This design comes from an exercise in tuning for small area on the open sky130 flow, not from production work.
Only simulation tests tie the RTL to the original design; equivalence was not proved.
No activity file was given, so power comes from the tool's default toggle rates.

==> module eq_zero, before the edit <==
module eq_zero (
    input         clk,
    input         rst,
    input         f0,
    input         f32,
    input  [15:0] x,
    output [16:0] d
);
  reg [15:0] r0, r1, r2, v0, v2;
  reg [15:0] s0, s2;
  reg q1, q2;
  wire sh = (x != r0);
  wire e0 = f32 & (x == s0);
  wire e2 = f32 & (sh ? q1 : q2);
  wire signed [15:0] n0 = e0 ? s0 : v0;
  wire signed [15:0] n2 = e2 ? s2 : v2;
  always @(posedge clk or negedge rst)
    if (!rst) begin
      r0 <= 16'd0; r1 <= 16'd0; r2 <= 16'd0;
      v0 <= 16'd0; v2 <= 16'd0;
    end else begin
      r0 <= x;
      if (sh) begin
        r1 <= r0; r2 <= r1;
      end
      v0 <= n0;
      v2 <= n2;
    end
  always @(posedge clk)
    if (f0) begin
      s0 <= r0; s2 <= r2;
    end
  eq_add #(.W(17)) sub (.a({v0[15], v0}), .b(~{v2[15], v2}), .ci(1'b1), .s(d));
  always @(posedge clk) begin
    q1 <= ((sh ? r0 : r1) == s2);
    q2 <= ((sh ? r1 : r2) == s2);
  end
endmodule
Settings: LEC_CHECK=0, CAP_MARGIN=20, CORE_MARGIN=2, CORE_UTILIZATION=65, CTS_BUF_LIST=sky130_fd_sc_hd__clkbuf_8 sky130_fd_sc_hd__clkbuf_16, CTS_CLUSTER_DIAMETER=70, CTS_CLUSTER_SIZE=25, SLEW_MARGIN=20; clock period 10.0 ns.
run.sh (not shown) runs the stock make flow with config.mk's settings and CLKGATE_MAP_FILE= SYNTH_SCRIPT=/design/flow/synth_recipe.tcl, a recipe that flattens the netlist after the stock synthesis.
The starting point completed with no timing, DRC or antenna violations.
Rerun with:
--- a/flow/design.v
+++ b/flow/design.v
@@ -168,39 +168,35 @@
     input         f32,
     input  [15:0] x,
     output [16:0] d
 );
   reg [15:0] r0, r1, r2, v0, v2;
   reg [15:0] s0, s2;
-  reg q1, q2;
-  wire sh = (x != r0);
-  wire e0 = f32 & (x == s0);
-  wire e2 = f32 & (sh ? q1 : q2);
+  wire        sh  = (x != r0);
+  wire [15:0] r1n = sh ? r0 : r1;
+  wire [15:0] r2n = sh ? r1 : r2;
+  wire        e0  = f32 & (x == s0);
+  wire        e2  = f32 & (r2n == s2);
   wire signed [15:0] n0 = e0 ? s0 : v0;
   wire signed [15:0] n2 = e2 ? s2 : v2;
   always @(posedge clk or negedge rst)
     if (!rst) begin
       r0 <= 16'd0; r1 <= 16'd0; r2 <= 16'd0;
       v0 <= 16'd0; v2 <= 16'd0;
     end else begin
       r0 <= x;
-      if (sh) begin
-        r1 <= r0; r2 <= r1;
-      end
+      r1 <= r1n;
+      r2 <= r2n;
       v0 <= n0;
       v2 <= n2;
     end
   always @(posedge clk)
     if (f0) begin
       s0 <= r0; s2 <= r2;
     end
   eq_add #(.W(17)) sub (.a({v0[15], v0}), .b(~{v2[15], v2}), .ci(1'b1), .s(d));
-  always @(posedge clk) begin
-    q1 <= ((sh ? r0 : r1) == s2);
-    q2 <= ((sh ? r1 : r2) == s2);
-  end
 endmodule
 module eq_pole (
     input             clk,
     input             rst,
     input             f33,
     input             stp,
The changed run produced a clean layout.
Fmax hardly moves.
First-iteration DRC count grows by 6.3%.
Combinational power goes up by about 0.9%.
Wire length came out lower by 0.47%.
Die area came out lower by about 0.56%.
Cell count falls by 2.0%.

* * *

filter_all with an RTL version that a note above also has.
Size in the first run: roughly 8600 cells after synthesis, roughly 230 I/O pins.
==> module eq_band, before the edit <==
module eq_band #(
    parameter integer A  = 0,
    parameter integer B2 = 0,
    parameter integer B3 = 0,
    parameter integer B5 = 0,
    parameter integer B6 = 0
) (
    input         clk,
    input         rst,
    input         f0,
    input         f32,
    input         f33,
    input         stp1,
    input         stp2,
    input         sfst,
    input         slst,
    input  [4:0]  k,
    input  [31:0] zs1,
    input  [31:0] zc1,
    input  [15:0] g1,
    input  [15:0] g2,
    output [15:0] dout
);
  wire [15:0] y1, y2;
  wire [31:0] ntp1, ntp2;
  wire [15:0] h11, h12, h21, h22;
  wire        hv11, hv12, hv21, hv22;
  wire [16:0] sum;
  eq_pole p1 (
    .clk(clk), .rst(rst), .f33(f33), .stp(stp1), .sum(sum),
    .zs(zs1), .zc(zc1), .ntp(ntp1),
    .h1(h11), .h2(h12), .hv1(hv11), .hv2(hv12), .y(y1));
  wire [15:0] x2 = y1 << g1;
  wire [16:0] d2;
  eq_zero z2 (.clk(clk), .rst(rst), .f0(f0), .f32(f32), .x(x2), .d(d2));
  wire [31:0] zs2, zc2;
  eq_amul #(.A(A)) m2 (.d(d2), .s(zs2), .c(zc2));
  eq_pole p2 (
    .clk(clk), .rst(rst), .f33(f33), .stp(stp2), .sum(sum),
    .zs(zs2), .zc(zc2), .ntp(ntp2),
    .h1(h21), .h2(h22), .hv1(hv21), .hv2(hv22), .y(y2));
  assign dout = y2 << g2;
  reg bit1, bit2, ph;
  always @(posedge clk) begin
    bit1 <= k[4] ? (h21[k[3:0]] & hv21) : (h11[k[3:0]] & hv11);
    bit2 <= k[4] ? (h22[k[3:0]] & hv22) : (h12[k[3:0]] & hv12);
    ph   <= k[4];
  end
  localparam signed [16:0] C2  = -B2;
  localparam signed [16:0] C3  = -B3;
  localparam signed [16:0] C23 = -(B2 + B3);
  localparam signed [16:0] C5  = -B5;
  localparam signed [16:0] C6  = -B6;
  localparam signed [16:0] C56 = -(B5 + B6);
  reg signed [16:0] xa;
  always @(*)
    case ({ph, slst, bit1, bit2})
      4'b0001: xa = C3;
      4'b0010: xa = C2;
      4'b0011: xa = C23;
      4'b0101: xa = -C3;
      4'b0110: xa = -C2;
      4'b0111: xa = -C23;
      4'b1001: xa = C6;
      4'b1010: xa = C5;
      4'b1011: xa = C56;
      4'b1101: xa = -C6;
      4'b1110: xa = -C5;
      4'b1111: xa = -C56;
      default: xa = 17'sd0;
    endcase
  wire [16:0] acc = sfst ? 17'd0 : (ph ? {ntp2[31], ntp2[31:16]} : {ntp1[31], ntp1[31:16]});
  eq_rca #(.W(17)) add (.a(acc), .b(xa), .ci(1'b0), .s(sum));
endmodule
==> module eq_pole, before the edit <==
module eq_pole (
    input             clk,
    input             rst,
    input             f33,
    input             stp,
    input      [16:0] sum,
    input      [31:0] zs,
    input      [31:0] zc,
    output reg [31:0] ntp,
    output reg [15:0] h1,
    output reg [15:0] h2,
    output reg        hv1,
    output reg        hv2,
    output reg [15:0] y
);
  reg         shifted;
  wire [31:0] ts, tc;
  eq_csa #(.W(32)) sub (.a(zs), .b(zc), .c(ntp), .s(ts), .y(tc));
  wire [31:0] t;
  eq_add #(.W(32)) cpa (.a(ts), .b({tc[30:0], 1'b0}), .ci(1'b0), .s(t));
  wire [15:0] ynew = t[31:16];
  wire        chg = (ynew != y);
  always @(posedge clk or negedge rst)
    if (!rst) begin
      y <= 16'd0; hv1 <= 1'b0; hv2 <= 1'b0; shifted <= 1'b0;
    end else if (f33) begin
      y <= ynew;
      shifted <= chg;
      if (chg) begin
        hv1 <= 1'b1; hv2 <= hv1;
      end
    end
  always @(posedge clk)
    if (f33 & chg) begin
      h1 <= y; h2 <= h1;
    end
  always @(posedge clk)
    if (stp & ~shifted)
      ntp <= {sum[16:1], sum[0], ntp[15:1]};
endmodule
==> flow/config.mk <==
export PLATFORM = sky130hd
export DESIGN_NAME = filter_all
export DESIGN_NICKNAME = filter_all
export VERILOG_FILES = /design/flow/design.v
export SDC_FILE = /design/flow/constraint.sdc
export NUM_CORES = 8
export LEC_CHECK = 0
export CAP_MARGIN = 20
export CORE_MARGIN = 2
export CORE_UTILIZATION = 65
export CTS_BUF_LIST = sky130_fd_sc_hd__clkbuf_8 sky130_fd_sc_hd__clkbuf_16
export CTS_CLUSTER_DIAMETER = 70
export CTS_CLUSTER_SIZE = 25
export SLEW_MARGIN = 20
==> flow/constraint.sdc <==
create_clock -name core_clock -period 10.0 [get_ports {clk}]
set_input_delay 2.0000 -clock core_clock [delete_from_list [all_inputs] [get_ports {clk}]]
set_output_delay 2.0000 -clock core_clock [all_outputs]
set_load 0.01 [all_outputs]
standard.sh (not shown) runs the stock make flow with config.mk's settings and CLKGATE_MAP_FILE= SYNTH_SCRIPT=/design/flow/synth_recipe.tcl, a recipe that flattens the netlist after the stock synthesis.
==> flow/flow/run.sh <==
#!/bin/bash
# Own layout flow. It runs the standard synthesis unchanged, then maps the
# combinational logic again for area (registers, full-adder cells and tie
# cells stay as the standard synthesis made them; a full adder may be turned
# into its dual, with inverted inputs and outputs, where that saves
# inverters), then the standard layout
# steps with two changes: the port buffers are buf_1 cells, and clock tree
# synthesis inserts no dummy loads. Each tool writes its output to a log file
# of its own in the work folder (log_*.txt).
set -euo pipefail
W=$(pwd)
F=$W/flow
R=$W/orfs/results/${FLOW_PLATFORM}/filter_all/base
LIB=$FLOW_HOME/platforms/${FLOW_PLATFORM}/lib/sky130_fd_sc_hd__tt_025C_1v80.lib
YOSYS=$FLOW_HOME/../tools/install/yosys/bin/yosys
[ -x "$YOSYS" ] || YOSYS=yosys

# 1. the standard synthesis
bash standard.sh synth > $W/log_1_synth.txt 2>&1

# 2. area-oriented re-mapping of the combinational logic
cp $R/1_2_yosys.v $W/netlist_standard.v
python3 $F/conv.py $LIB $W/netlist_standard.v $W/remap_conv.v $W/remap_stubs.v fa_,conb_ > $W/log_2_conv.txt 2>&1
python3 $F/faflip.py $W/remap_conv.v $W/remap_in.v > $W/log_2_faflip.txt 2>&1
DONT_USE="-dont_use sky130_fd_sc_hd__lpflow_bleeder_1 -dont_use sky130_fd_sc_hd__lpflow_clkbufkapwr_1 -dont_use sky130_fd_sc_hd__lpflow_clkbufkapwr_16 -dont_use sky130_fd_sc_hd__lpflow_clkbufkapwr_2 -dont_use sky130_fd_sc_hd__lpflow_clkbufkapwr_4 -dont_use sky130_fd_sc_hd__lpflow_clkbufkapwr_8 -dont_use sky130_fd_sc_hd__lpflow_clkinvkapwr_1 -dont_use sky130_fd_sc_hd__lpflow_clkinvkapwr_16 -dont_use sky130_fd_sc_hd__lpflow_clkinvkapwr_2 -dont_use sky130_fd_sc_hd__lpflow_clkinvkapwr_4 -dont_use sky130_fd_sc_hd__lpflow_clkinvkapwr_8 -dont_use sky130_fd_sc_hd__lpflow_decapkapwr_12 -dont_use sky130_fd_sc_hd__lpflow_decapkapwr_3 -dont_use sky130_fd_sc_hd__lpflow_decapkapwr_4 -dont_use sky130_fd_sc_hd__lpflow_decapkapwr_6 -dont_use sky130_fd_sc_hd__lpflow_decapkapwr_8 -dont_use sky130_fd_sc_hd__lpflow_inputiso0n_1 -dont_use sky130_fd_sc_hd__lpflow_inputiso0p_1 -dont_use sky130_fd_sc_hd__lpflow_inputiso1n_1 -dont_use sky130_fd_sc_hd__lpflow_inputiso1p_1 -dont_use sky130_fd_sc_hd__lpflow_inputisolatch_1 -dont_use sky130_fd_sc_hd__lpflow_isobufsrc_1 -dont_use sky130_fd_sc_hd__lpflow_isobufsrc_16 -dont_use sky130_fd_sc_hd__lpflow_isobufsrc_2 -dont_use sky130_fd_sc_hd__lpflow_isobufsrc_4 -dont_use sky130_fd_sc_hd__lpflow_isobufsrc_8 -dont_use sky130_fd_sc_hd__lpflow_isobufsrckapwr_16 -dont_use sky130_fd_sc_hd__lpflow_lsbuf_lh_hl_isowell_tap_1 -dont_use sky130_fd_sc_hd__lpflow_lsbuf_lh_hl_isowell_tap_2 -dont_use sky130_fd_sc_hd__lpflow_lsbuf_lh_hl_isowell_tap_4 -dont_use sky130_fd_sc_hd__lpflow_lsbuf_lh_isowell_4 -dont_use sky130_fd_sc_hd__lpflow_lsbuf_lh_isowell_tap_1 -dont_use sky130_fd_sc_hd__lpflow_lsbuf_lh_isowell_tap_2 -dont_use sky130_fd_sc_hd__lpflow_lsbuf_lh_isowell_tap_4 -dont_use sky130_fd_sc_hd__probe_p_8 -dont_use sky130_fd_sc_hd__probec_p_8 "
$YOSYS -l $W/log_3_remap.txt -p "read_verilog $W/remap_stubs.v; read_verilog $W/remap_in.v; hierarchy -check -top $FLOW_TOP; proc; opt; techmap; opt -purge; abc -liberty $LIB $DONT_USE -constr $F/abc.constr -script $F/remap.abc; opt_clean -purge; stat -liberty $LIB; write_verilog -noattr $W/netlist_remapped.v" > /dev/null 2>&1
cp $W/netlist_remapped.v $R/1_2_yosys.v
touch $R/1_2_yosys.v

# 3. the standard layout of the re-mapped netlist
bash standard.sh \
  "BUFFER_PORTS_ARGS=-buffer_cell sky130_fd_sc_hd__buf_1" \
  "CTS_ARGS=-sink_clustering_enable -repair_clock_nets -dont_use_dummy_load -sink_clustering_size 25 -sink_clustering_max_diameter 70 -buf_list {sky130_fd_sc_hd__clkbuf_8 sky130_fd_sc_hd__clkbuf_16}" \
  finish > $W/log_4_layout.txt 2>&1
Other scripts of this flow, unchanged in this note and not shown: flow/flow/abc.constr, flow/flow/conv.py, flow/flow/faflip.py, flow/flow/remap.abc
Next try:
--- a/flow/design.v
+++ b/flow/design.v
@@ -111,6 +111,7 @@
     output [15:0] dout
 );
   wire [15:0] y1, y2;
+  wire        vy1, vy2;
   wire [31:0] ntp1, ntp2;
   wire [15:0] h11, h12, h21, h22;
   wire        hv11, hv12, hv21, hv22;
@@ -118,8 +119,8 @@
   eq_pole p1 (
     .clk(clk), .rst(rst), .f33(f33), .stp(stp1), .sum(sum),
     .zs(zs1), .zc(zc1), .ntp(ntp1),
-    .h1(h11), .h2(h12), .hv1(hv11), .hv2(hv12), .y(y1));
-  wire [15:0] x2 = y1 << g1;
+    .h1(h11), .h2(h12), .hv1(hv11), .hv2(hv12), .y(y1), .vy(vy1));
+  wire [15:0] x2 = vy1 ? (y1 << g1) : 16'd0;
   wire [16:0] d2;
   eq_zero z2 (.clk(clk), .rst(rst), .f0(f0), .f32(f32), .x(x2), .d(d2));
   wire [31:0] zs2, zc2;
@@ -127,14 +128,14 @@
   eq_pole p2 (
     .clk(clk), .rst(rst), .f33(f33), .stp(stp2), .sum(sum),
     .zs(zs2), .zc(zc2), .ntp(ntp2),
-    .h1(h21), .h2(h22), .hv1(hv21), .hv2(hv22), .y(y2));
-  assign dout = y2 << g2;
-  reg bit1, bit2, ph;
+    .h1(h21), .h2(h22), .hv1(hv21), .hv2(hv22), .y(y2), .vy(vy2));
+  assign dout = vy2 ? (y2 << g2) : 16'd0;
+  reg bit1, bit2;
   always @(posedge clk) begin
     bit1 <= k[4] ? (h21[k[3:0]] & hv21) : (h11[k[3:0]] & hv11);
     bit2 <= k[4] ? (h22[k[3:0]] & hv22) : (h12[k[3:0]] & hv12);
-    ph   <= k[4];
   end
+  wire ph = stp2;
   localparam signed [16:0] C2  = -B2;
   localparam signed [16:0] C3  = -B3;
   localparam signed [16:0] C23 = -(B2 + B3);
@@ -208,7 +209,8 @@
     output reg [15:0] h2,
     output reg        hv1,
     output reg        hv2,
-    output reg [15:0] y
+    output reg [15:0] y,
+    output reg        vy
 );
   reg         shifted;
   wire [31:0] ts, tc;
@@ -216,20 +218,23 @@
   wire [31:0] t;
   eq_add #(.W(32)) cpa (.a(ts), .b({tc[30:0], 1'b0}), .ci(1'b0), .s(t));
   wire [15:0] ynew = t[31:16];
-  wire        chg = (ynew != y);
+  wire        chg = vy ? (ynew != y) : (ynew != 16'd0);
   always @(posedge clk or negedge rst)
     if (!rst) begin
-      y <= 16'd0; hv1 <= 1'b0; hv2 <= 1'b0; shifted <= 1'b0;
+      vy <= 1'b0; hv1 <= 1'b0; hv2 <= 1'b0; shifted <= 1'b0;
     end else if (f33) begin
-      y <= ynew;
+      vy <= 1'b1;
       shifted <= chg;
       if (chg) begin
-        hv1 <= 1'b1; hv2 <= hv1;
+        hv1 <= vy; hv2 <= hv1;
       end
     end
   always @(posedge clk)
-    if (f33 & chg) begin
-      h1 <= y; h2 <= h1;
+    if (f33) begin
+      y <= ynew;
+      if (chg) begin
+        h1 <= y; h2 <= h1;
+      end
     end
   always @(posedge clk)
     if (stp & ~shifted)
After rerunning: Now the flow finished with setup timing left; die area fell by 0.85%; total power rose by 1.4%; combinational power hardly moves; global-route usage rose by 0.81 points; clock skew rose by 16 ps.

-- static timing again, ports no longer ideal --
In the flow no input, the clock included, has a driving cell. The finished layouts below were timed again as built, in two steps. Step 1 sets driving cells, clkbuf_16 on the clock port and buf_2 on the other inputs (assumed; they add their load-dependent delay and slew). Step 2 times the ports against the registers' clock, not the clock port: input delays grow and output delays shrink by t, the midpoint of the rising clock arrivals with the driver on. a / b / c = ideal ports / drivers / drivers and shift; a / b = the first two.
run | shift t [ns] | slack for setup (ns) | worst setup path at the end | slew at the worst register clock pin (ns)
the first run of note 1 | 0.849 | 0.630 / 0.630 / 0.630 | register to register | 0.10 / 0.10
the second run of note 1 | 0.885 | 0.642 / 0.642 / 0.642 | register to register | 0.10 / 0.10
the first run of note 2 | 0.803 | 0.409 / 0.409 / 0.342 | input to register | 0.10 / 0.10
the second run of note 2 | 0.802 | -0.396 / -0.396 / -0.396 | register to register | 0.10 / 0.10
The setup slack of the first run of note 2, which loses most, moves by 0.000 ns with the drivers and by -0.067 ns with both steps.
